Context: an optimization exercise on an open-source flow, tuned for small area, a short achievable clock period and few clock cycles. The choices shown serve that exercise and are no tape-out recipe. Function not checked in this run: the RTL went through the layout flow alone.

### design.v
module div8(input wire [7:0] a, input wire [7:0] d, output wire [7:0] q);
  wire [3:0] x1 = a[7:4];
  wire [7:0] ix = {x1, d[3:0]};
  localparam [255:0] TQ0 = 256'hff3f7f153f931f910fcf07cd03eb01e100f70075003b0019000f000500030001;
  localparam [255:0] TR0 = 256'h55d52a00d57d0a80f5750288fd5500a0ff5d0020ffd50008fff50000fffd0000;
  localparam [255:0] TQ1 = 256'h00f700f700750075003b003b00190019000f000f000500050003000300010001;
  localparam [255:0] TR1 = 256'h335199590ca00620f319f99100c00068ff31ff9100080000fff1fff900000000;
  localparam [255:0] TQ2 = 256'h000f000f000f000f000500050005000500030003000300030001000100010001;
  localparam [255:0] TR2 = 256'h0f018721c381e18100c0004000200000ff01ff81ffc1ffe10000000000000000;
  localparam [255:0] TQ3 = 256'h0003000300030003000300030003000300010001000100010001000100010001;
  localparam [255:0] TR3 = 256'h00018001c001e001f001f801fc01fe0100000000000000000000000000000000;
  wire [3:0] qh0 = {TQ3[ix], TQ2[ix], TQ1[ix], TQ0[ix]};
  wire [3:0] r10 = {TR3[ix], TR2[ix], TR1[ix], TR0[ix]};
  wire dhi = |d[7:4];
  wire [3:0] qh = dhi ? 4'd0 : qh0;
  wire [3:0] r1 = dhi ? x1 : r10;
  wire [9:0]  d3  = {2'b0, d} + {1'b0, d, 1'b0};
  wire [10:0] d5  = {3'b0, d} + {1'b0, d, 2'b0};
  wire [10:0] d7  = {d, 3'b0} - {3'b0, d};
  wire [11:0] d9  = {1'b0, d, 3'b0} + {4'b0, d};
  wire [11:0] d11 = {1'b0, d, 3'b0} + {2'b0, d3};
  wire [11:0] d13 = {1'b0, d, 3'b0} + {1'b0, d5};
  wire [11:0] d15 = {d, 4'b0} - {4'b0, d};
  wire [11:0] m1  = {4'b0, d};
  wire [11:0] m2  = {3'b0, d, 1'b0};
  wire [11:0] m3  = {2'b0, d3};
  wire [11:0] m4  = {2'b0, d, 2'b0};
  wire [11:0] m5  = {1'b0, d5};
  wire [11:0] m6  = {1'b0, d3, 1'b0};
  wire [11:0] m7  = {1'b0, d7};
  wire [11:0] m8  = {1'b0, d, 3'b0};
  wire [11:0] m9  = d9;
  wire [11:0] m10 = {d5, 1'b0};
  wire [11:0] m11 = d11;
  wire [11:0] m12 = {d3, 2'b0};
  wire [11:0] m13 = d13;
  wire [11:0] m14 = {d7, 1'b0};
  wire [11:0] m15 = d15;
  wire [7:0] x2 = {r1, a[3:0]};
  wire [15:1] t;
  assign t[1]  = (m1[11:8]  == 4'd0) && (m1[7:0]  <= x2);
  assign t[2]  = (m2[11:8]  == 4'd0) && (m2[7:0]  <= x2);
  assign t[3]  = (m3[11:8]  == 4'd0) && (m3[7:0]  <= x2);
  assign t[4]  = (m4[11:8]  == 4'd0) && (m4[7:0]  <= x2);
  assign t[5]  = (m5[11:8]  == 4'd0) && (m5[7:0]  <= x2);
  assign t[6]  = (m6[11:8]  == 4'd0) && (m6[7:0]  <= x2);
  assign t[7]  = (m7[11:8]  == 4'd0) && (m7[7:0]  <= x2);
  assign t[8]  = (m8[11:8]  == 4'd0) && (m8[7:0]  <= x2);
  assign t[9]  = (m9[11:8]  == 4'd0) && (m9[7:0]  <= x2);
  assign t[10] = (m10[11:8] == 4'd0) && (m10[7:0] <= x2);
  assign t[11] = (m11[11:8] == 4'd0) && (m11[7:0] <= x2);
  assign t[12] = (m12[11:8] == 4'd0) && (m12[7:0] <= x2);
  assign t[13] = (m13[11:8] == 4'd0) && (m13[7:0] <= x2);
  assign t[14] = (m14[11:8] == 4'd0) && (m14[7:0] <= x2);
  assign t[15] = (m15[11:8] == 4'd0) && (m15[7:0] <= x2);
  wire [3:0] ql;
  assign ql[3] = t[8];
  assign ql[2] = t[4] & ~t[8] | t[12];
  assign ql[1] = t[2] & ~t[4] | t[6] & ~t[8] | t[10] & ~t[12] | t[14];
  assign ql[0] = t[1] & ~t[2] | t[3] & ~t[4] | t[5] & ~t[6] | t[7] & ~t[8]
               | t[9] & ~t[10] | t[11] & ~t[12] | t[13] & ~t[14] | t[15];
  assign q = {qh, ql};
endmodule
module add8c(input wire [7:0] x, input wire [7:0] y, input wire ci, output wire [7:0] s);
  wire [7:0] g0 = x & y;
  wire [7:0] p0 = x ^ y;
  wire [7:0] g1, p1, g2, p2, g3;
  genvar i;
  generate for (i = 0; i < 8; i = i + 1) begin: l1
    if (i == 0) begin: a
      assign g1[i] = g0[0] | (p0[0] & ci);
      assign p1[i] = 1'b0;
    end else begin: b
      assign g1[i] = g0[i] | (p0[i] & g0[i-1]);
      assign p1[i] = p0[i] & p0[i-1];
    end
  end endgenerate
  generate for (i = 0; i < 8; i = i + 1) begin: l2
    if (i == 1) begin: a
      assign g2[i] = g1[1] | (p1[1] & ci);
      assign p2[i] = 1'b0;
    end else if (i < 2) begin: b
      assign g2[i] = g1[i];
      assign p2[i] = 1'b0;
    end else begin: c
      assign g2[i] = g1[i] | (p1[i] & g1[i-2]);
      assign p2[i] = p1[i] & p1[i-2];
    end
  end endgenerate
  generate for (i = 0; i < 7; i = i + 1) begin: l3
    if (i < 4) begin: a
      assign g3[i] = (i == 2 || i == 3) ? (g2[i] | (p2[i] & ci)) : g2[i];
    end else begin: b
      assign g3[i] = g2[i] | (p2[i] & g2[i-4]);
    end
  end endgenerate
  assign g3[7] = 1'b0;
  wire [7:0] c = {g3[6:0], ci};
  assign s = p0 ^ c;
endmodule
module mul8(input wire [7:0] a, input wire [7:0] b, output wire [7:0] p);
  wire pp0_0 = a[0] & b[0];
  wire pp0_1 = a[1] & b[0];
  wire pp0_2 = a[2] & b[0];
  wire pp0_3 = a[3] & b[0];
  wire pp0_4 = a[4] & b[0];
  wire pp0_5 = a[5] & b[0];
  wire pp0_6 = a[6] & b[0];
  wire pp0_7 = a[7] & b[0];
  wire pp1_0 = a[0] & b[1];
  wire pp1_1 = a[1] & b[1];
  wire pp1_2 = a[2] & b[1];
  wire pp1_3 = a[3] & b[1];
  wire pp1_4 = a[4] & b[1];
  wire pp1_5 = a[5] & b[1];
  wire pp1_6 = a[6] & b[1];
  wire pp2_0 = a[0] & b[2];
  wire pp2_1 = a[1] & b[2];
  wire pp2_2 = a[2] & b[2];
  wire pp2_3 = a[3] & b[2];
  wire pp2_4 = a[4] & b[2];
  wire pp2_5 = a[5] & b[2];
  wire pp3_0 = a[0] & b[3];
  wire pp3_1 = a[1] & b[3];
  wire pp3_2 = a[2] & b[3];
  wire pp3_3 = a[3] & b[3];
  wire pp3_4 = a[4] & b[3];
  wire pp4_0 = a[0] & b[4];
  wire pp4_1 = a[1] & b[4];
  wire pp4_2 = a[2] & b[4];
  wire pp4_3 = a[3] & b[4];
  wire pp5_0 = a[0] & b[5];
  wire pp5_1 = a[1] & b[5];
  wire pp5_2 = a[2] & b[5];
  wire pp6_0 = a[0] & b[6];
  wire pp6_1 = a[1] & b[6];
  wire pp7_0 = a[0] & b[7];
  wire s1 = pp0_6 ^ pp1_5;
  wire c1 = pp0_6 & pp1_5;
  wire s2 = pp0_7 ^ pp1_6 ^ pp2_5;
  wire c2 = (pp0_7 & pp1_6) | (pp0_7 & pp2_5) | (pp1_6 & pp2_5);
  wire s3 = pp3_4 ^ pp4_3;
  wire c3 = pp3_4 & pp4_3;
  wire s4 = pp0_4 ^ pp1_3;
  wire c4 = pp0_4 & pp1_3;
  wire s5 = pp0_5 ^ pp1_4 ^ pp2_3;
  wire c5 = (pp0_5 & pp1_4) | (pp0_5 & pp2_3) | (pp1_4 & pp2_3);
  wire s6 = pp3_2 ^ pp4_1;
  wire c6 = pp3_2 & pp4_1;
  wire s7 = s1 ^ pp2_4 ^ pp3_3;
  wire c7 = (s1 & pp2_4) | (s1 & pp3_3) | (pp2_4 & pp3_3);
  wire s8 = pp4_2 ^ pp5_1 ^ pp6_0;
  wire c8 = (pp4_2 & pp5_1) | (pp4_2 & pp6_0) | (pp5_1 & pp6_0);
  wire s9 = c1 ^ s2 ^ s3;
  wire c9 = (c1 & s2) | (c1 & s3) | (s2 & s3);
  wire s10 = pp5_2 ^ pp6_1 ^ pp7_0;
  wire c10 = (pp5_2 & pp6_1) | (pp5_2 & pp7_0) | (pp6_1 & pp7_0);
  wire s11 = pp0_3 ^ pp1_2;
  wire c11 = pp0_3 & pp1_2;
  wire s12 = s4 ^ pp2_2 ^ pp3_1;
  wire c12 = (s4 & pp2_2) | (s4 & pp3_1) | (pp2_2 & pp3_1);
  wire s13 = c4 ^ s5 ^ s6;
  wire c13 = (c4 & s5) | (c4 & s6) | (s5 & s6);
  wire s14 = c5 ^ c6 ^ s7;
  wire c14 = (c5 & c6) | (c5 & s7) | (c6 & s7);
  wire s15 = c7 ^ c8 ^ s9;
  wire c15 = (c7 & c8) | (c7 & s9) | (c8 & s9);
  wire s16 = pp0_2 ^ pp1_1;
  wire c16 = pp0_2 & pp1_1;
  wire s17 = s11 ^ pp2_1 ^ pp3_0;
  wire c17 = (s11 & pp2_1) | (s11 & pp3_0) | (pp2_1 & pp3_0);
  wire s18 = c11 ^ s12 ^ pp4_0;
  wire c18 = (c11 & s12) | (c11 & pp4_0) | (s12 & pp4_0);
  wire s19 = c12 ^ s13 ^ pp5_0;
  wire c19 = (c12 & s13) | (c12 & pp5_0) | (s13 & pp5_0);
  wire s20 = c13 ^ s14 ^ s8;
  wire c20 = (c13 & s14) | (c13 & s8) | (s14 & s8);
  wire s21 = c14 ^ s15 ^ s10;
  wire c21 = (c14 & s15) | (c14 & s10) | (s15 & s10);
  wire [7:0] ra = {c20, c19, c18, c17, c16, s16, pp0_1, pp0_0};
  wire [7:0] rb = {s21, s20, s19, s18, s17, pp2_0, pp1_0, 1'b0};
  add8c fin(.x(ra), .y(rb), .ci(1'b0), .s(p));
endmodule
module execute(
  input wire [7:0] ra, rb, rc, rd,
  input wire [23:0] w,               
  input wire [3:0] u1a, u1b,
  input wire [1:0] u1op,
  input wire [3:0] u2a, u2b,
  input wire u2sub, u2mul,
  input wire [3:0] ta, tb, tc, td, s0t, s1t, s2t,
  output wire [7:0] na, nb, nc, nd, s0d, s1d, s2d
);
  localparam [3:0] T_U1 = 4'd7, T_U2 = 4'd8;
  function [7:0] early;
    input [3:0] t;
    input [7:0] a, b, c, d;
    input [23:0] w;
    begin
      case (t[2:0])
        3'd0: early = a;
        3'd1: early = b;
        3'd2: early = c;
        3'd3: early = d;
        3'd4: early = w[7:0];
        3'd5: early = w[15:8];
        default: early = w[23:16];
      endcase
    end
  endfunction
  wire [7:0] x1a = early(u1a, ra, rb, rc, rd, w);
  wire [7:0] x1b = early(u1b, ra, rb, rc, rd, w);
  wire [7:0] dv = u1b[1] ? (u1b[0] ? rd : rc) : rb;
  wire [7:0] q;
  div8 divider(.a(ra), .d(dv), .q(q));
  wire       sub1 = (u1op == 2'd1);
  wire [7:0] as1, mu1;
  add8c add1(.x(x1a), .y(x1b ^ {8{sub1}}), .ci(sub1), .s(as1));
  mul8 mul1(.a(x1a), .b(x1b), .p(mu1));
  wire [7:0] u1m = u1op[1] ? mu1 : as1;
  wire [7:0] u1 = (u1op == 2'd3) ? q : u1m;
  wire [7:0] e2a = early(u2a, ra, rb, rc, rd, w);
  wire [7:0] e2b = early(u2b, ra, rb, rc, rd, w);
  wire [7:0] x2a = (u2a == T_U1) ? u1 : e2a;
  wire [7:0] x2b = (u2b == T_U1) ? u1 : e2b;
  wire [7:0] m2a = (u2a == T_U1) ? u1m : e2a;
  wire [7:0] m2b = (u2b == T_U1) ? u1m : e2b;
  wire [7:0] as2, mu2;
  add8c add2(.x(x2a), .y(x2b ^ {8{u2sub}}), .ci(u2sub), .s(as2));
  mul8 mul2(.a(m2a), .b(m2b), .p(mu2));
  wire [7:0] u2 = u2mul ? mu2 : as2;
  function [7:0] pick;
    input [3:0] t;
    input [7:0] e, r1, r2;
    begin
      pick = (t == T_U2) ? r2 : (t == T_U1) ? r1 : e;
    end
  endfunction
  assign na = pick(ta, early(ta, ra, rb, rc, rd, w), u1, u2);
  assign nb = pick(tb, early(tb, ra, rb, rc, rd, w), u1, u2);
  assign nc = pick(tc, early(tc, ra, rb, rc, rd, w), u1, u2);
  assign nd = pick(td, early(td, ra, rb, rc, rd, w), u1, u2);
  assign s0d = pick(s0t, early(s0t, ra, rb, rc, rd, w), u1, u2);
  assign s1d = pick(s1t, early(s1t, ra, rb, rc, rd, w), u1, u2);
  assign s2d = pick(s2t, early(s2t, ra, rb, rc, rd, w), u1, u2);
endmodule
module membank(
  input wire clk,
  input wire we,
  input wire [4:0] wrow,
  input wire [7:0] wdata,
  input wire [4:0] rrow,
  output wire [7:0] rdata
);
  reg [7:0] mem [0:31];
  always @(posedge clk)
    if (we)
      mem[wrow] <= wdata;
  assign rdata = mem[rrow];
endmodule
module group_decoder(
  input wire [71:0] win_all,      
  input wire [4:0] row_lo,        
  input wire [4:0] row_hi,        
  input wire short,               
  output wire [9:1] len_oh,       
  output wire halt,
  output wire [3:0] u1a, u1b,     
  output wire [1:0] u1op,         
  output wire [3:0] u2a, u2b,     
  output wire u2sub, u2mul,
  output wire [3:0] ta, tb, tc, td,  
  output wire [23:0] imm,         
  output wire s0v, s1v, s2v,      
  output wire [7:0] s0a, s1a, s2a,
  output wire [3:0] s0t, s1t, s2t
);
  localparam integer W = 9;       
  localparam integer K = 6;       
  localparam [3:0] T_U1 = 4'd7, T_U2 = 4'd8;
  wire [7:0] win [0:W];
  genvar j, r, k;
  generate for (j = 0; j < W; j = j + 1) begin: wb
    assign win[j] = win_all[8*j +: 8];
  end endgenerate
  assign win[W] = 8'd0;
  wire [W:0] two;    
  generate for (j = 0; j < W; j = j + 1) begin: tw
    assign two[j] = (win[j][7:3] == 5'b00011);
  end endgenerate
  assign two[W] = 1'b0;
  wire [W+2:0] sp [0:K];
  assign sp[0] = {{(W+2){1'b0}}, 1'b1};
  generate for (k = 0; k < K; k = k + 1) begin: spk
    reg [W+2:0] nxt;
    integer p;
    always @* begin
      nxt = {(W+3){1'b0}};
      for (p = 0; p <= W; p = p + 1) begin
        nxt[p+1] = nxt[p+1] | (sp[k][p] & ~two[p]);
        nxt[p+2] = nxt[p+2] | (sp[k][p] & two[p]);
      end
    end
    assign sp[k+1] = nxt;
  end endgenerate
  wire [7:0] op [0:K-1];
  wire [7:0] nx [0:K-1];
  wire [K-1:0] fit;
  generate for (k = 0; k < K; k = k + 1) begin: sl
    reg [7:0] o, n;
    integer p;
    always @* begin
      o = 8'd0; n = 8'd0;
      for (p = k; p < W; p = p + 1) begin
        o = o | ({8{sp[k][p]}} & win[p]);
        n = n | ({8{sp[k][p]}} & win[p+1]);
      end
    end
    assign op[k] = o;
    assign nx[k] = n;
    assign fit[k] = ~|sp[k+1][W+2:W+1] & ~(short & sp[k+1][W]);
  end endgenerate
  wire [K-1:0] is_mov, is_alu, is_as, is_mul, is_mvi, is_st, is_halt, is_div;
  wire [3:0] wr [0:K-1];    
  wire [3:0] rd [0:K-1];    
  wire [1:0] aop [0:K-1];
  generate for (k = 0; k < K; k = k + 1) begin: dc
    wire [7:0] o = op[k];
    assign is_mov[k]  = (o <= 8'h0b);
    assign is_alu[k]  = (o >= 8'h0c) && (o <= 8'h17);
    assign is_as[k]   = (o >= 8'h0c) && (o <= 8'h11);
    assign is_mul[k]  = (o >= 8'h12) && (o <= 8'h14);
    assign is_div[k]  = (o >= 8'h15) && (o <= 8'h17);
    assign is_mvi[k]  = (o[7:2] == 6'b000110);
    assign is_st[k]   = (o[7:2] == 6'b000111);
    assign is_halt[k] = (o == 8'hff);
    reg [3:0] w, s;
    always @* begin
      w = 4'b0000; s = 4'b0000;
      if (o <= 8'h0b) begin
        case (o[3:0])
          4'h0: begin w = 4'b0001; s = 4'b0010; end
          4'h1: begin w = 4'b0001; s = 4'b0100; end
          4'h2: begin w = 4'b0001; s = 4'b1000; end
          4'h3: begin w = 4'b0010; s = 4'b0001; end
          4'h4: begin w = 4'b0010; s = 4'b0100; end
          4'h5: begin w = 4'b0010; s = 4'b1000; end
          4'h6: begin w = 4'b0100; s = 4'b0010; end
          4'h7: begin w = 4'b0100; s = 4'b0001; end
          4'h8: begin w = 4'b0100; s = 4'b1000; end
          4'h9: begin w = 4'b1000; s = 4'b0010; end
          4'ha: begin w = 4'b1000; s = 4'b0100; end
          default: begin w = 4'b1000; s = 4'b0001; end
        endcase
      end else if (o <= 8'h17) begin
        w = 4'b0001;
        case (o[4:0])
          5'h0c, 5'h0f, 5'h12, 5'h15: s = 4'b0010;
          5'h0d, 5'h10, 5'h13, 5'h16: s = 4'b0100;
          default: s = 4'b1000;
        endcase
      end else if (o[7:2] == 6'b000110) begin
        w = 4'b0001 << o[1:0];
      end else if (o[7:2] == 6'b000111) begin
        s = 4'b0001 << o[1:0];
      end
    end
    assign wr[k] = w;
    assign rd[k] = s;
    assign aop[k] = (o <= 8'h0e) ? 2'd0 : (o <= 8'h11) ? 2'd1 : (o <= 8'h14) ? 2'd2 : 2'd3;
  end endgenerate
  wire [K-1:0] alu_ge1, alu_ge2, st_ge1, st_ge2, st_ge3, mvi_ge1, mvi_ge2, mvi_ge3, div_ge1;
  wire [3:0] wb4 [0:K-1];
  wire [3:0] w2 [0:K-1];
  assign alu_ge1[0] = 1'b0; assign alu_ge2[0] = 1'b0;
  assign st_ge1[0]  = 1'b0; assign st_ge2[0]  = 1'b0; assign st_ge3[0] = 1'b0;
  assign mvi_ge1[0] = 1'b0; assign mvi_ge2[0] = 1'b0; assign mvi_ge3[0] = 1'b0;
  assign div_ge1[0] = 1'b0;
  assign wb4[0] = 4'b0000;
  assign w2[0] = 4'b0000;
  generate for (k = 1; k < K; k = k + 1) begin: cnt
    assign alu_ge1[k] = alu_ge1[k-1] | is_alu[k-1];
    assign alu_ge2[k] = alu_ge2[k-1] | (alu_ge1[k-1] & is_alu[k-1]);
    assign st_ge1[k]  = st_ge1[k-1] | is_st[k-1];
    assign st_ge2[k]  = st_ge2[k-1] | (st_ge1[k-1] & is_st[k-1]);
    assign st_ge3[k]  = st_ge3[k-1] | (st_ge2[k-1] & is_st[k-1]);
    assign mvi_ge1[k] = mvi_ge1[k-1] | is_mvi[k-1];
    assign mvi_ge2[k] = mvi_ge2[k-1] | (mvi_ge1[k-1] & is_mvi[k-1]);
    assign mvi_ge3[k] = mvi_ge3[k-1] | (mvi_ge2[k-1] & is_mvi[k-1]);
    assign div_ge1[k] = div_ge1[k-1] | (is_alu[k-1] & is_div[k-1]);
    assign wb4[k] = wb4[k-1] | wr[k-1];
    assign w2[k] = w2[k-1] | ({4{alu_ge2[k-1] | (alu_ge1[k-1] & is_alu[k-1])}} & wr[k-1]);
  end endgenerate
  wire [K-1:0] first_alu  = is_alu & ~alu_ge1;
  wire [K-1:0] second_alu = is_alu & alu_ge1 & ~alu_ge2;
  wire [K-1:0] first_st   = is_st & ~st_ge1;
  wire [K-1:0] second_st  = is_st & st_ge1 & ~st_ge2;
  wire [K-1:0] third_st   = is_st & st_ge2 & ~st_ge3;
  wire [K-1:0] mvi0 = is_mvi & ~mvi_ge1;
  wire [K-1:0] mvi1 = is_mvi & mvi_ge1 & ~mvi_ge2;
  wire [K-1:0] mvi2 = is_mvi & mvi_ge2 & ~mvi_ge3;
  reg [7:0] r_s0a, r_s1a, r_s2a;
  integer i;
  always @* begin
    r_s0a = 8'd0; r_s1a = 8'd0; r_s2a = 8'd0;
    for (i = 0; i < K; i = i + 1) begin
      r_s0a = r_s0a | ({8{first_st[i]}} & nx[i]);
      r_s1a = r_s1a | ({8{second_st[i]}} & nx[i]);
      r_s2a = r_s2a | ({8{third_st[i]}} & nx[i]);
    end
  end
  assign s0a = r_s0a; assign s1a = r_s1a; assign s2a = r_s2a;
  wire smc0 = (r_s0a[7:3] == row_lo) | (r_s0a[7:3] == row_hi);
  wire smc1 = (r_s1a[7:3] == row_lo) | (r_s1a[7:3] == row_hi);
  wire smc2 = (r_s2a[7:3] == row_lo) | (r_s2a[7:3] == row_hi);
  wire clash1 = (r_s1a[2:0] == r_s0a[2:0]);
  wire clash2 = (r_s2a[2:0] == r_s0a[2:0]) | (r_s2a[2:0] == r_s1a[2:0]);
  wire [K-1:0] cb, ca;
  generate for (k = 0; k < K; k = k + 1) begin: cut
    wire div_late = is_div[k] & (wb4[k][0] | |(wb4[k] & rd[k]));
    assign cb[k] = ~fit[k]
                 | (is_alu[k] & (alu_ge2[k] | div_late
                                 | (alu_ge1[k] & (is_div[k] | (is_mul[k] & div_ge1[k])))))
                 | (is_st[k] & (st_ge3[k] | |(w2[k] & rd[k])
                                | (second_st[k] & clash1) | (third_st[k] & clash2)))
                 | (is_mvi[k] & mvi_ge3[k]);
    assign ca[k] = is_halt[k] | (first_st[k] & smc0) | (second_st[k] & smc1) | (third_st[k] & smc2);
  end endgenerate
  wire [K:1] stop;
  generate for (k = 1; k <= K; k = k + 1) begin: sp1
    if (k < K) begin: m
      assign stop[k] = cb[k] | ca[k-1];
    end else begin: l
      assign stop[k] = 1'b1;
    end
  end endgenerate
  wire [K:1] prior;    
  assign prior[1] = 1'b0;
  generate for (k = 2; k <= K; k = k + 1) begin: pr
    assign prior[k] = prior[k-1] | stop[k-1];
  end endgenerate
  wire [K:1] n_oh = stop & ~prior;
  wire [K-1:0] inc;
  assign inc[0] = 1'b1;
  generate for (k = 1; k < K; k = k + 1) begin: ic
    assign inc[k] = ~prior[k+1 > K ? K : k+1] & ~stop[k];
  end endgenerate
  reg [9:1] r_len;
  always @* begin
    r_len = 9'd0;
    for (i = 1; i <= K; i = i + 1)
      r_len = r_len | ({9{n_oh[i]}} & sp[i][9:1]);
  end
  assign len_oh = r_len;
  wire [3:0] t [0:K][0:3];
  wire [3:0] srct [0:K-1];
  generate for (r = 0; r < 4; r = r + 1) begin: t0
    assign t[0][r] = r;
  end endgenerate
  generate for (k = 0; k < K; k = k + 1) begin: tg
    assign srct[k] = ({4{rd[k][0]}} & t[k][0]) | ({4{rd[k][1]}} & t[k][1])
                   | ({4{rd[k][2]}} & t[k][2]) | ({4{rd[k][3]}} & t[k][3]);
    wire [3:0] cv = is_mvi[k] ? (mvi_ge2[k] ? 4'd6 : mvi_ge1[k] ? 4'd5 : 4'd4)
                              : (alu_ge1[k] ? T_U2 : T_U1);
    for (r = 0; r < 4; r = r + 1) begin: rg
      wire w  = wr[k][r];
      wire wm = w & is_mov[k];
      wire wc = w & ~is_mov[k];
      assign t[k+1][r] = ({4{~w}} & t[k][r]) | ({4{wm}} & srct[k]) | ({4{wc}} & cv);
    end
  end endgenerate
  reg [3:0] tend [0:3];
  integer m;
  always @* begin
    for (m = 0; m < 4; m = m + 1) begin
      tend[m] = 4'd0;
      for (i = 1; i <= K; i = i + 1)
        tend[m] = tend[m] | ({4{n_oh[i]}} & t[i][m]);
    end
  end
  assign ta = tend[0];
  assign tb = tend[1];
  assign tc = tend[2];
  assign td = tend[3];
  reg [3:0] r_u1a, r_u1b, r_u2a, r_u2b, r_s0t, r_s1t, r_s2t;
  reg [1:0] r_u1op;
  reg       r_u2sub, r_u2mul, r_s0v, r_s1v, r_s2v, r_halt;
  reg [23:0] r_imm;
  always @* begin
    r_u1a = 4'd0; r_u1b = 4'd0; r_u2a = 4'd0; r_u2b = 4'd0;
    r_s0t = 4'd0; r_s1t = 4'd0; r_s2t = 4'd0;
    r_u1op = 2'd0; r_u2sub = 1'b0; r_u2mul = 1'b0;
    r_s0v = 1'b0; r_s1v = 1'b0; r_s2v = 1'b0; r_halt = 1'b0;
    r_imm = 24'd0;
    for (i = 0; i < K; i = i + 1) begin
      r_u1a = r_u1a | ({4{first_alu[i]}} & t[i][0]);
      r_u1b = r_u1b | ({4{first_alu[i]}} & srct[i]);
      r_u1op = r_u1op | ({2{first_alu[i]}} & aop[i]);
      r_u2a = r_u2a | ({4{second_alu[i]}} & t[i][0]);
      r_u2b = r_u2b | ({4{second_alu[i]}} & srct[i]);
      r_u2sub = r_u2sub | (second_alu[i] & (aop[i] == 2'd1));
      r_u2mul = r_u2mul | (second_alu[i] & (aop[i] == 2'd2));
      r_s0t = r_s0t | ({4{first_st[i]}} & srct[i]);
      r_s0v = r_s0v | (first_st[i] & inc[i]);
      r_s1t = r_s1t | ({4{second_st[i]}} & srct[i]);
      r_s1v = r_s1v | (second_st[i] & inc[i]);
      r_s2t = r_s2t | ({4{third_st[i]}} & srct[i]);
      r_s2v = r_s2v | (third_st[i] & inc[i]);
      r_imm[7:0]   = r_imm[7:0]   | ({8{mvi0[i]}} & nx[i]);
      r_imm[15:8]  = r_imm[15:8]  | ({8{mvi1[i]}} & nx[i]);
      r_imm[23:16] = r_imm[23:16] | ({8{mvi2[i]}} & nx[i]);
      r_halt = r_halt | (is_halt[i] & inc[i]);
    end
  end
  assign u1a = r_u1a; assign u1b = r_u1b; assign u1op = r_u1op;
  assign u2a = r_u2a; assign u2b = r_u2b; assign u2sub = r_u2sub; assign u2mul = r_u2mul;
  assign s0t = r_s0t; assign s1t = r_s1t; assign s2t = r_s2t;
  assign s0v = r_s0v; assign s1v = r_s1v; assign s2v = r_s2v;
  assign imm = r_imm;
  assign halt = r_halt;
endmodule
module processor(
  input wire clk, reset,
  input wire op,  
  input wire [7:0] in_data,
  input wire user_write_memory,
  input wire [7:0] user_address,
  output wire [7:0] out_data,  
  output wire done             
);
  reg [7:0] reg_a, reg_b, reg_c, reg_d;
  reg [7:0] pc;
  reg       f_halted;     
  reg       done_r;
  reg [63:0] rb0, rb1;
  reg [7:0]  rv0, rv1;    
  reg        g_valid;
  reg        g_halt;
  reg [23:0] g_imm;       
  reg [3:0]  g_u1a, g_u1b;
  reg [1:0]  g_u1op;
  reg [3:0]  g_u2a, g_u2b;
  reg        g_u2sub, g_u2mul;
  reg [3:0]  g_ta, g_tb, g_tc, g_td;
  reg        g_s0v, g_s1v, g_s2v;
  reg [7:0]  g_s0a, g_s1a, g_s2a;
  reg [3:0]  g_s0t, g_s1t, g_s2t;
  wire [4:0] row0 = pc[7:3];
  wire [4:0] row1 = row0 + 5'd1;
  wire [4:0] row2 = row0 + 5'd2;
  wire [7:0] a_new, b_new, c_new, d_new, s0d, s1d, s2d;
  execute ex(
    .ra(reg_a), .rb(reg_b), .rc(reg_c), .rd(reg_d), .w(g_imm),
    .u1a(g_u1a), .u1b(g_u1b), .u1op(g_u1op),
    .u2a(g_u2a), .u2b(g_u2b), .u2sub(g_u2sub), .u2mul(g_u2mul),
    .ta(g_ta), .tb(g_tb), .tc(g_tc), .td(g_td), .s0t(g_s0t), .s1t(g_s1t), .s2t(g_s2t),
    .na(a_new), .nb(b_new), .nc(c_new), .nd(d_new), .s0d(s0d), .s1d(s1d), .s2d(s2d)
  );
  wire all0 = &rv0;
  wire all1 = &rv1;
  wire [4:0] frow = ~all0 ? row0 : ~all1 ? row1 : row2;
  wire [4:0] rrow = op ? frow : user_address[7:3];
  wire [7:0] cw0 = {8{g_valid & g_s0v}} & (8'd1 << g_s0a[2:0]);
  wire [7:0] cw1 = {8{g_valid & g_s1v}} & (8'd1 << g_s1a[2:0]);
  wire [7:0] cw2 = {8{g_valid & g_s2v}} & (8'd1 << g_s2a[2:0]);
  wire [7:0] uwb = {8{~op & user_write_memory}} & (8'd1 << user_address[2:0]);
  wire [63:0] bank_row;
  genvar b;
  generate for (b = 0; b < 8; b = b + 1) begin: bk
    wire       we   = cw0[b] | cw1[b] | cw2[b] | uwb[b];
    wire [4:0] wrow = cw0[b] ? g_s0a[7:3] : cw1[b] ? g_s1a[7:3] : cw2[b] ? g_s2a[7:3] : user_address[7:3];
    wire [7:0] wdat = cw0[b] ? s0d : cw1[b] ? s1d : cw2[b] ? s2d : in_data;
    membank m(.clk(clk), .we(we), .wrow(wrow), .wdata(wdat), .rrow(rrow),
              .rdata(bank_row[8*b +: 8]));
  end endgenerate
  assign out_data = bank_row[{user_address[2:0], 3'b000} +: 8];
  wire [2:0] pcl = pc[2:0];
  wire [127:0] rbuf = {rb1, rb0};
  wire [71:0] win_all = rbuf[{pcl, 3'b000} +: 72];
  wire [9:1] f_len_oh;
  wire [23:0] f_imm;
  wire       f_halt;
  wire [3:0] f_u1a, f_u1b, f_u2a, f_u2b;
  wire [1:0] f_u1op;
  wire       f_u2sub, f_u2mul;
  wire [3:0] f_ta, f_tb, f_tc, f_td;
  wire       f_s0v, f_s1v, f_s2v;
  wire [7:0] f_s0a, f_s1a, f_s2a;
  wire [3:0] f_s0t, f_s1t, f_s2t;
  group_decoder dec(
    .win_all(win_all), .row_lo(row0), .row_hi(row1), .short(pcl == 3'd7),
    .len_oh(f_len_oh), .halt(f_halt), .imm(f_imm),
    .u1a(f_u1a), .u1b(f_u1b), .u1op(f_u1op),
    .u2a(f_u2a), .u2b(f_u2b), .u2sub(f_u2sub), .u2mul(f_u2mul),
    .ta(f_ta), .tb(f_tb), .tc(f_tc), .td(f_td),
    .s0v(f_s0v), .s1v(f_s1v), .s2v(f_s2v), .s0a(f_s0a), .s1a(f_s1a), .s2a(f_s2a),
    .s0t(f_s0t), .s1t(f_s1t), .s2t(f_s2t)
  );
  wire hz0 = g_s0v & ((g_s0a[7:3] == row0) | (g_s0a[7:3] == row1) | (g_s0a[7:3] == row2));
  wire hz1 = g_s1v & ((g_s1a[7:3] == row0) | (g_s1a[7:3] == row1) | (g_s1a[7:3] == row2));
  wire hz2 = g_s2v & ((g_s2a[7:3] == row0) | (g_s2a[7:3] == row1) | (g_s2a[7:3] == row2));
  wire hz = g_valid & (hz0 | hz1 | hz2);
  wire f_run = op & ~f_halted & ~done_r;
  wire f_go = f_run & all0 & all1 & ~hz;
  wire f_load = f_run & ~(all0 & all1) & ~hz;    
  reg [4:0] pcl_sum;
  integer k;
  always @* begin
    pcl_sum = 5'd0;
    for (k = 1; k <= 9; k = k + 1)
      pcl_sum = pcl_sum | ({5{f_len_oh[k]}} & ({2'b0, pcl} + k));
  end
  wire f_carry = pcl_sum[3];
  wire f_carry2 = pcl_sum[4];
  wire [7:0] snoop0 = {8{uwb != 8'd0 && user_address[7:3] == row0}} & uwb;
  wire [7:0] snoop1 = {8{uwb != 8'd0 && user_address[7:3] == row1}} & uwb;
  always @(posedge clk, posedge reset)
    if (reset) begin
      reg_a <= 8'h55; reg_b <= 8'h11; reg_c <= 8'h11; reg_d <= 8'h11;
      pc <= 8'd0;
      f_halted <= 1'b0; done_r <= 1'b0;
      g_valid <= 1'b0;
      rv0 <= 8'd0; rv1 <= 8'd0;
    end else begin
      if (g_valid) begin
        reg_a <= a_new; reg_b <= b_new; reg_c <= c_new; reg_d <= d_new;
      end
      if (f_go) pc <= {f_carry2 ? row2 : f_carry ? row1 : row0, pcl_sum[2:0]};
      g_valid <= f_go;
      if (!op) begin
        f_halted <= 1'b0;
        done_r <= 1'b0;
      end else begin
        if (f_go && f_halt) f_halted <= 1'b1;
        if (g_valid && g_halt) done_r <= 1'b1;
      end
      if (hz) begin
        rv0 <= 8'd0; rv1 <= 8'd0;
      end else if (f_go && f_carry2) begin
        rv0 <= 8'hff; rv1 <= 8'd0;
      end else if (f_go && f_carry) begin
        rv0 <= rv1; rv1 <= 8'hff;
      end else if (f_load) begin
        if (!all0) rv0 <= 8'hff;
        else rv1 <= 8'hff;
      end else begin
        rv0 <= rv0 | snoop0;
        rv1 <= rv1 | snoop1;
      end
    end
  genvar y;
  generate for (y = 0; y < 8; y = y + 1) begin: rbb
    always @(posedge clk) begin
      if (f_go && f_carry2) begin
        rb0[8*y +: 8] <= bank_row[8*y +: 8];
      end else if (f_go && f_carry) begin
        rb0[8*y +: 8] <= rb1[8*y +: 8];
        rb1[8*y +: 8] <= bank_row[8*y +: 8];
      end else if (f_load) begin
        if (!all0) rb0[8*y +: 8] <= bank_row[8*y +: 8];
        else rb1[8*y +: 8] <= bank_row[8*y +: 8];
      end else begin
        if (snoop0[y]) rb0[8*y +: 8] <= in_data;
        if (snoop1[y]) rb1[8*y +: 8] <= in_data;
      end
    end
  end endgenerate
  always @(posedge clk) begin
    g_halt <= f_halt;
    g_imm <= f_imm;
    g_u1a <= f_u1a; g_u1b <= f_u1b; g_u1op <= f_u1op;
    g_u2a <= f_u2a; g_u2b <= f_u2b; g_u2sub <= f_u2sub; g_u2mul <= f_u2mul;
    g_ta <= f_ta; g_tb <= f_tb; g_tc <= f_tc; g_td <= f_td;
    g_s0v <= f_s0v; g_s0a <= f_s0a; g_s0t <= f_s0t;
    g_s1v <= f_s1v; g_s1a <= f_s1a; g_s1t <= f_s1t;
    g_s2v <= f_s2v; g_s2a <= f_s2a; g_s2t <= f_s2t;
  end
  assign done = done_r;
endmodule
### run.sh
#!/bin/bash
# synth_recipe.tcl (not shown) runs the flow's synth.tcl, then flattens the netlist and writes it again
# the make line also repeats each setting of config.mk as NAME=value (left out here)
make -C /OpenROAD-flow-scripts/flow DESIGN_CONFIG=/design/flow/config.mk WORK_HOME=/design/flow/orfs CLKGATE_MAP_FILE= SYNTH_SCRIPT=/design/flow/synth_recipe.tcl finish
### config.mk
export PLATFORM = sky130hd
export DESIGN_NAME = processor
export DESIGN_NICKNAME = processor
export VERILOG_FILES = /design/flow/design.v
export SDC_FILE = /design/flow/constraint.sdc
export NUM_CORES = 8
export LEC_CHECK = 0
export CAP_MARGIN = 20
export CORE_MARGIN = 2
export CORE_UTILIZATION = 50
export PLACE_DENSITY = 0.6
export SETUP_SLACK_MARGIN = 4
export SLEW_MARGIN = 20
### constraint.sdc
create_clock -name core_clock -period 12.5 [get_ports {clk}]
set_input_delay 2.5000 -clock core_clock [delete_from_list [all_inputs] [get_ports {clk}]]
set_output_delay 2.5000 -clock core_clock [all_outputs]
set_load 0.01 [all_outputs]
==> results.py <==
metrics = {
    "run_status": {
        "status": "finished clean",
    },
    "placed_design": {
        "numPortBuffers": 28,
        "dp_hpwl_mm": 352.2,
        "dpl.cell_count": 15560,
        "gp_congestion": 1.082,
    },
    "clocking": {
        "clock_latency_ns": 0.97,
        "clk_pin_slew_ns": 0.06,
        "cts_sinks": 2333,
        "clockRootBuffer": "clkbuf_16",
        "cts_buffer_depth": 4,
        "cts_tree": "built",
        "cts_made_buffers": 242,
        "hold_buffers": 0,
        "cts_max_level": 4,
    },
    "hold_path": {
        "hold_end": "rv1[4]",
        "min_path_cells": 1,
        "min_from": "rv1[4]",
        "hold_class": "flop to flop",
    },
    "setup_path": {
        "crit_path_end_kind": "flop",
        "critPathKind": "flop to flop",
        "slowest_delay_ns": 0.58,
        "worstPathArrival_ns": 9.76,
        "r2r_slack_ns": 3.34,
        "crit_fanout": 11,
        "slowest_stage": "fa_1",
        "r2r-end": "bk[7].m.mem[26][7]",
        "worstRegToRegCells": 38,
        "start_kind": "flop",
        "r2r-start": "g_imm[8]",
        "critical_path_required_ns": 13.10,
        "crit_top_cell": "xnor2_1",
    },
    "sta": {
        "tightest_slew_ns": 1.382,
        "rsz0062_at_grt": "yes",
        "slew_viol_final": 0,
        "finalHoldViolations": 0,
        "setup_tns_ns": 0,
        "fin_crit_sh": 0.7326,
        "slew_headroom": 0.07495,
        "max_freq_mhz": 109.2,
        "period_needed_ns": 9.157,
        "setup_violations": 0,
        "timing.hold.ws_ns": 0.4946,
        "skew_ns": 0.1332,
    },
    "synth": {
        "synth_ff_type": "edfxtp_1",
        "synth-seq-area-share": 0.5248,
        "synth-edff-count": 2176,
        "netlist.area_leader.share": 0.4984,
        "ys_warn_count": 5,
        "synth.cell_area_um2": 131100,
        "synthCells": 12530,
        "synthTopCellsByArea": "edfxtp_1 50%, nand2_1 5.0%, a211oi_1 4.7%",
        "synth_top_area_cell": "edfxtp_1",
        "synth_seq_cells": 2333,
        "synth_cell_types": 133,
        "synth.avg_cell_area_um2": 10.46,
        "async_flop_share": 0.02529,
    },
    "layout": {
        "final_cells": 16540,
        "final_cell_mix": "2,176 x edfxtp_1, 1,714 x nand2_1, 868 x nor2_1, 673 x a211oi_1, 658 x buf_4",
        "layout-drive-gt1-share": 0.1852,
        "areaGrowthSynthToFinish_pct": 18.61,
        "num-fill-cells": 21310,
        "final_common_cell": "edfxtp_1",
        "final_nets": 13100,
    },
    "drt": {
        "via_per_inst": 6.890,
        "ant_nets": 0,
        "drt_iter0_markers": 16700,
        "wirelength_mm": 556.3,
        "firstDrtPassIters": 13,
        "vias": 114000,
        "drc": 0,
        "avgRoutedWirePerCell_um": 33.63,
    },
    "global_route": {
        "antenna_found_initial": 25,
        "grt_pass1_wl_mm": 769.9,
        "grt_max_degree": 129,
        "grt_pass1_vias": 105000,
        "grt_use_total": 0.3989,
        "overflow": 0,
    },
    "die": {
        "dieArea_um2": 266300,
        "initial_core_util": 0.5039,
        "core_area_um2": 260200,
        "io-pin-count": 29,
        "dieHeight_um": 516.0,
        "core.rowCount": 187,
        "fp.dieW_um": 516.0,
    },
    "flow_run": {
        "cap_violations": 0,
    },
}
==> state kept, by name, summed over array words and instances, names as in the netlist, 24 cells and up <==
name and flops:
rb0 64, g_imm 24, rb1 64, bk.m.mem 2048
==> per-layer routing <==
layer  up-vias  wire, um  GRT usage
met5         -       248          0
met4        16     43780     0.2552
met3      1785     61640    0.09070
met2      7440    240600     0.5933
met1     56340    210100     0.5265
li1      48400         -          -
==> cells by family after synthesis <==
kind of cell | count (synthesis) | synth area share
compound gates | 3846 | 0.2017
xor+xnor | 195 | 0.01303
other cells | 1 | 0.00002861
simple gates | 4109 | 0.1443
flops | 2333 | 0.5248
mux | 531 | 0.05127
buf+inv | 1256 | 0.03833
fa+ha+maj | 262 | 0.02651
==> Yosys cell counts (280+ instances only) <==
library cell and n:
nor2_1 903, and2_1 631, o21ai_0 546, a311oi_1 280, mux2i_1 346, nand2_1 1729, a21oi_1 771, edfxtp_1 2176
inv_1 280, clkbuf_1 769, a211oi_1 813, a31oi_1 307
==> critical path: cells and delay by family, from the launching register on <==
family,cells,cell delay (ns)
fa+ha+maj,8,3.54
xor+xnor,11,1.77
compound gates,8,1.50
simple gates,5,0.80
buf+inv,5,0.68
mux,1,0.30
flops,1,0.29
==> cell type report <==
class / instances / area (um2) / area share
multi-input cells: 9004 / 62940 / 0.4048
diodes: 33 / 82.58 / 0.0005311
clock buffers: 306 / 6476 / 0.04165
clock inverters: 133 / 1368 / 0.008795
repair buffers: 952 / 10280 / 0.06612
flip-flops and latches: 2333 / 68860 / 0.4428
well taps: 3496 / 4374 / 0.02813
inverters: 287 / 1119 / 0.007193
==> worst max-delay path by stage <==
stage,from,endpoint,slack (ns),cells past startpoint
floorplan,g_u1b[0],bk[7].m.mem[0][7],3.86,40
global placement,pc[0],rb1[5],1.51,24
detailed placement,pc[0],rb1[4],1.67,25
CTS,reg_a[2],bk[7].m.mem[26][7],3.44,38
global route,reg_a[2],bk[7].m.mem[27][7],3.06,39
finish,g_imm[8],bk[7].m.mem[26][7],3.34,38
==> through the flow <==
step,cell area [um2],util,setup WS [ns]
global route,155500,0.5975,3.061
global placement,136800,0.5258,1.510
CTS,151600,0.5827,3.441
detailed placement,136900,0.5260,1.667
finish,155500,0.5977,3.343
floorplan,131400,-,3.864
==> what timing repair did <==
| item | CTS | global route |
|---|---|---|
| cloned | 67 | 25 |
| buffers inserted | 250 | 168 |
| setup endpoints to repair | 2395 | 2353 |
| resized for setup | 770 | 383 |
| pin swaps | 185 | 136 |

-- port drivers added, routing unchanged --
How much do the figures lean on ideal ports? The routed layout below was timed once more, with nothing changed but the port constraints. Step 1: set_driving_cell puts a clkbuf_16 on clk and a buf_2 on each other input, an assumption about the parent block. Step 2 times the ports against the registers' clock, not the clock port: input delays grow and output delays shrink by t, the midpoint of the rising clock arrivals with the driver on. a / b / c = ideal ports / drivers / drivers and shift; a / b = the first two.
t (ns): 1.009
slack for setup (ns): 3.343 / 3.343 / 3.343
hold slack, ns: 0.495 / 0.495 / 0.495
clock arrival spread, ns: 0.139 / 0.138
After both steps setup and hold are still met in this run. For this run, drivers alone change the setup slack by 0.000 ns; drivers and shift together by 0.000 ns.
